Source: an optimization exercise on an open RTL-to-GDS flow (aim: small area). Production flows keep margins and buffers that such runs may drop. RTL that was checked went through simulation tests only; none was proved equivalent to the original.

// CC
module CC(
    clk,
    rst_n,
    in_valid,
    mode,
    xi,
    yi,
    out_valid,
    xo,
    yo
);
input               clk, rst_n, in_valid;
input       [1:0]   mode;
input       [7:0]   xi, yi;
output reg          out_valid;
output      [7:0]   xo, yo;
reg  [1:0] cnt;      
reg        t1;       
reg  [1:0] md;       
wire       last;     
wire in0 = in_valid & (cnt == 2'd0);
wire in1 = in_valid & (cnt == 2'd1);
wire in2 = in_valid & (cnt == 2'd2);
wire in3 = in_valid & (cnt == 2'd3);
wire m0  = (md == 2'd0);
wire m1  = (md == 2'd1);
wire m2  = (md == 2'd2);
wire run = out_valid & m0;           
always @(posedge clk or negedge rst_n) begin
    if (!rst_n) begin
        cnt       <= 2'd0;
        t1        <= 1'b0;
        out_valid <= 1'b0;
    end
    else begin
        if (in_valid) cnt <= cnt + 2'd1;
        t1        <= in3;
        out_valid <= t1 | (run & ~last);
    end
end
always @(posedge clk) if (in0) md <= mode;
reg  [7:0]  RX0, RY0;        
reg  [7:0]  RX1, RY1;        
reg  [7:0]  RL, RR;          
  ...
==> flow/config.mk <==
export PLATFORM = sky130hd
export DESIGN_NAME = CC
export DESIGN_NICKNAME = CC
export VERILOG_FILES = /design/flow/design.v
export SDC_FILE = /design/flow/constraint.sdc
export NUM_CORES = 8
export LEC_CHECK = 0
export CAP_MARGIN = 20
export CORE_MARGIN = 2
export CORE_UTILIZATION = 65
export CTS_BUF_LIST = sky130_fd_sc_hd__clkbuf_8
export SLEW_MARGIN = 20
export SYNTH_HIERARCHICAL = 1
export SYNTH_MINIMUM_KEEP_SIZE = 0
==> flow/constraint.sdc <==
create_clock -name core_clock -period 100.0 [get_ports {clk}]
set_input_delay 20.0000 -clock core_clock [delete_from_list [all_inputs] [get_ports {clk}]]
set_output_delay 20.0000 -clock core_clock [all_outputs]
set_load 0.01 [all_outputs]
standard.sh (not shown) runs the stock make flow with config.mk's settings and CLKGATE_MAP_FILE= SYNTH_SCRIPT=/design/flow/synth_recipe.tcl, a recipe that flattens the netlist after the stock synthesis.
==> flow/flow/run.sh <==
#!/bin/bash
# Own layout flow: the standard synthesis and layout, with port buffers of the smallest buffer.
set -euo pipefail
bash standard.sh synth > synth.log 2>&1
bash standard.sh "BUFFER_PORTS_ARGS=-buffer_cell sky130_fd_sc_hd__buf_1" finish > finish.log 2>&1
The first run produced a clean layout.
Then changed:
Settings changed: CORE_UTILIZATION 65 to 50, CTS_BUF_LIST sky130_fd_sc_hd__clkbuf_8 to sky130_fd_sc_hd__clkbuf_16.
After rerunning: The changed run produced a clean layout; final area climbs by 1.7%; synthesized cell count stays the same; non-clock buffer count climbs by 4; routed wire length climbs by 3.0%; setup slack improves by 680 ps; global-route usage drops by 7.9 points; fmax climbs by 1.5%; critical path depth climbs by 1; via count drops by 1.9%.
No functional check of the RTL was part of any run of this note.

* * *

CC, a different RTL version from the one above (not shown whole).
For scale: roughly 1600 cells after synthesis, about 100 flip-flops, roughly 38 I/O pins.
clock: 100.0 ns
lec_check: 0
cap_margin: 20
core_margin: 2
core_utilization: 65
cts_buf_list: sky130_fd_sc_hd__clkbuf_4 sky130_fd_sc_hd__clkbuf_8
gpl_timing_driven: 0
slew_margin: 20
synth_hierarchical: 1
synth_minimum_keep_size: 0
run.sh (not shown) runs the stock make flow with config.mk's settings and CLKGATE_MAP_FILE= SYNTH_SCRIPT=/design/flow/synth_recipe.tcl, a recipe that flattens the netlist after the stock synthesis.
Stock flow here: none of the scripts above is used.
The baseline produced a clean layout.
Next try:
--- a/flow/config.mk
+++ b/flow/config.mk
@@ -8,7 +8,6 @@
 export CAP_MARGIN = 20
 export CORE_MARGIN = 2
-export CORE_UTILIZATION = 65
+export CORE_UTILIZATION = 50
 export CTS_BUF_LIST = sky130_fd_sc_hd__clkbuf_4 sky130_fd_sc_hd__clkbuf_8
-export GPL_TIMING_DRIVEN = 0
 export SLEW_MARGIN = 20
 export SYNTH_HIERARCHICAL = 1
After rerunning:
- hold slack loses 0.020 ns
- final area hardly moves
- setup slack gains 1.2 ns
- core utilization goes down by 16 points
- die area increases by 29%
- via count decreases by about 4.7%
- clock skew hardly moves
- routed wire length is lower by about 1.3%
- critical path depth goes down by 1
Next try:
--- a/flow/config.mk
+++ b/flow/config.mk
@@ -8,5 +8,5 @@
 export CAP_MARGIN = 20
 export CORE_MARGIN = 2
-export CORE_UTILIZATION = 50
+export CORE_UTILIZATION = 65
 export CTS_BUF_LIST = sky130_fd_sc_hd__clkbuf_4 sky130_fd_sc_hd__clkbuf_8
 export SLEW_MARGIN = 20
Effect:
- fmax stays flat
- routed wire length fell by a few percent
- synthesized area is unchanged
- worst hold slack improves by 0.0063 ns
- final area fell slightly
- via count rose by a few percent
- setup slack improves by 0.048 ns
- global-route usage rose by 8.4 points

what the ideal ports hide:
In the flow no input, the clock included, has a driving cell. The finished layouts below were timed again as built, in two steps. Step 1 assumes that a clkbuf_16 drives the clock port and a buf_2 every other input. Step 2 moves the port delays by t, midway between the first and last clock arrival at a register: inputs arrive t later, outputs are due t later. That takes back most of the time a late clock gives input paths. a / b / c = ideal ports / drivers / drivers and shift; a / b = the first two.
run | shift t [ns] | slack for setup (ns) | hold WS [ns] | latest minus earliest clock arrival (ns)
the first run of note 1 | 0.450 | 55.179 / 55.196 / 54.746 | 0.549 / 0.549 / 0.549 | 0.015 / 0.015
the second run of note 1 | 0.416 | 55.856 / 55.879 / 55.463 | 0.536 / 0.536 / 0.536 | 0.021 / 0.022
the first run of note 2 | 0.439 | 54.371 / 54.389 / 53.950 | 0.570 / 0.570 / 0.570 | 0.016 / 0.017
the second run of note 2 | 0.453 | 55.532 / 55.541 / 55.088 | 0.550 / 0.550 / 0.550 | 0.018 / 0.018
the third run of note 2 | 0.437 | 55.580 / 55.597 / 55.160 | 0.556 / 0.556 / 0.556 | 0.023 / 0.024
After both steps every run listed still meets setup and hold. For the second run of note 2, which loses most, drivers alone change the setup slack by +0.009 ns; drivers and shift together by -0.444 ns.
